This design comes from an exercise in tuning for small area, a short achievable clock period and few clock cycles on the open sky130 flow, not from production work.
At most, simulation tests tie the RTL to the original design; equivalence was not proved.
No driver is modelled on the clock port, so clock power and skew are understated where the tree is cut down; a real chip needs a root buffer or a tree.
No activity file was given, so power comes from the tool's default toggle rates.

## rv_top
module rv_top (
    input               clk_i,
    input               rst_ni,
    output logic [31:0] addr_o,
    input        [31:0] instr_i,
    input        [31:0] data_i,
    output logic        data_we_o,
    output logic [31:0] data_o,
    output logic [31:0] data_addr_o
);
Size in the first run: ~3700 cells after synthesis, ~54000 um2 of cells after synthesis.
export LEC_CHECK = 0
export CAP_MARGIN = 20
export CORE_MARGIN = 2
export CORE_UTILIZATION = 40
export SETUP_SLACK_MARGIN = 0.5
export SLEW_MARGIN = 20
export SYNTH_HIERARCHICAL = 1
export SYNTH_MINIMUM_KEEP_SIZE = 0
create_clock -name core_clock -period 12.0 [get_ports {clk_i}]
standard.sh (not shown) runs the stock make flow with config.mk's settings and CLKGATE_MAP_FILE= SYNTH_SCRIPT=/design/flow/synth_recipe.tcl, a recipe that flattens the netlist after the stock synthesis.
==> flow/flow/run.sh <==
#!/bin/bash
# Layout flow: the standard flow (standard.sh: ORFS synthesis through
# final layout, unchanged constraints), with these settings changed:
#  - repair_timing is asked for a larger setup margin, so it keeps improving
#    paths beyond the 12 ns clock (the SDC and the clock are unchanged);
#  - clock tree synthesis clusters up to 25 flip-flops per leaf buffer and
#    inserts no dummy loads, which makes a smaller tree, from buf_12 cells;
#  - flow/cts_hook.tcl removes the tree's root buffer, so the clock port
#    drives the four first-level buffers directly;
#  - the input and output ports are buffered with buf_4 cells (the standard flow's flow
#    picks a delay cell for them).
# Each tool's output goes to the ORFS logs under orfs/logs/; the make output
# goes to standard.log in this folder.
set -e
bash standard.sh \
  SETUP_SLACK_MARGIN=8.7 \
  "CTS_ARGS=-sink_clustering_enable -repair_clock_nets -dont_use_dummy_load -buf_list sky130_fd_sc_hd__buf_12 -sink_clustering_size 25 -sink_clustering_max_diameter 100" \
  PRE_CTS_TCL=$PWD/flow/cts_hook.tcl \
  "BUFFER_PORTS_ARGS=-buffer_cell sky130_fd_sc_hd__buf_4" \
  finish > standard.log 2>&1
==> flow/flow/cts_hook.tcl <==
rename clock_tree_synthesis orig_clock_tree_synthesis
proc clock_tree_synthesis { args } {
  orig_clock_tree_synthesis {*}$args
  set block [ord::get_db_block]
  set port [$block findBTerm clk_i]
  if { $port == "NULL" } { puts "cts_hook: no clk_i port"; return }
  set pnet [$port getNet]
  set pins [$pnet getITerms]
  if { [llength $pins] != 1 } {
    puts "cts_hook: clk_i drives [llength $pins] pins, tree left as built"
    return
  }
  set root [[lindex $pins 0] getInst]
  set onet ""
  foreach it [$root getITerms] {
    if { [$it isOutputSignal] } { set onet [$it getNet] }
  }
  if { $onet == "" || $onet == "NULL" } { puts "cts_hook: root has no output net"; return }
  set loads {}
  foreach it [$onet getITerms] {
    if { [$it getInst] != $root } { lappend loads $it }
  }
  if { [llength $loads] > 4 || [llength $loads] == 0 || [llength [$onet getBTerms]] > 0 } {
    puts "cts_hook: root [$root getName] drives [llength $loads] pins, tree left as built"
    return
  }
  foreach it $loads {
    puts "cts_hook: [[$it getInst] getName] now driven by clk_i"
    $it disconnect
    $it connect $pnet
  }
  puts "cts_hook: removed root buffer [$root getName] ([[$root getMaster] getName])"
  odb::dbInst_destroy $root
  odb::dbNet_destroy $onet
}
Testbench counts at the start, summed over its fixed seeds: cycles 61,847.
Rerun with:
Settings changed: CORE_UTILIZATION 40 to 35.
First-iteration DRC count goes up by 7.6%.
Clock-buffer cell count stays the same.
Die area goes up by 14%.

* * *

## run a
rv_top, a different RTL version from the one above (not shown whole).
Size: roughly 1200 flip-flops, roughly 55000 µm² of cells after synthesis.
export LEC_CHECK = 0
export CAP_MARGIN = 20
export CORE_MARGIN = 2
export CORE_UTILIZATION = 40
export SETUP_SLACK_MARGIN = 0.5
export SLEW_MARGIN = 20
create_clock -name core_clock -period 12.0 [get_ports {clk_i}]
==> flow/flow/run.sh <==
#!/bin/bash
set -e
bash standard.sh SETUP_SLACK_MARGIN=8.5 finish > standard.log 2>&1
Run a: all stages complete, timing, DRC and antenna checks passed
Modified inputs, run b compared to run a
Settings: putting CTS_BUF_LIST at sky130_fd_sc_hd__clkbuf_4 where nothing was set.
==> flow/run.sh (new file) <==
#!/bin/bash
# synth_recipe.tcl (not shown) runs the flow's synth.tcl, then flattens the netlist and writes it again
# the make line also repeats each setting of config.mk as NAME=value (left out here)
make -C /OpenROAD-flow-scripts/flow DESIGN_CONFIG=/design/flow/config.mk WORK_HOME=/design/flow/orfs CLKGATE_MAP_FILE= SYNTH_SCRIPT=/design/flow/synth_recipe.tcl finish
removed: flow/flow/run.sh
removed: flow/standard.sh
Findings:
Buffers plus inverters on the worst setup path: run b vs run a down 1. Compared with run a, in run b register-to-register slack saw a decrease, area added between synthesis and finish saw a decrease. On half-perimeter wire length after placement, run a loses to run b. Worst clock skew for run b: 0.059 ns up relative to run a. Of the two values seen for worst setup path startpoint, res_m[31]$_DFF_P_ was produced by run b and fb_e$_DFF_P_ by run a. Run b vs run a, clock network area share went down by 0.26 points. Taking run a as the reference, in run b proportion of power drawn by combinational gates shrank by 1.8 points, cell count grew by 2.7%, sequential share of layout area grew by 2.5 points.
Function was not checked in any run of this note: the RTL went through the layout flow alone.

-- separate check: timing with driven ports --
The results above use ideal ports. As a check the final layouts listed here were re-extracted and re-timed, cells and wires unchanged. Step 1, drivers: a clkbuf_16 drives clk_i and a buf_2 each remaining input, both assumed. Step 2 also shifts input and output timing later by t, the mid clock arrival at the registers, as if the neighbouring blocks saw the same clock. Three values: ideal, step 1, step 2; two values: the first two.
run	shift t [ns]	setup slack, ns	worst setup path after step 2	worst data-port slew with drivers (ns)
the first run of note 1	0.599	8.631 / 8.487 / 8.248	input to register	0.18
the second run of note 1	0.597	8.623 / 8.477 / 8.217	input to register	0.21
run a	0.855	8.296 / 8.244 / 7.523	input to register	0.06
run b	1.329	7.076 / 7.007 / 6.747	input to register	0.05
After both steps every run listed still meets setup and hold. For run a, which loses most, drivers alone change the setup slack by -0.052 ns; drivers and shift together by -0.773 ns.
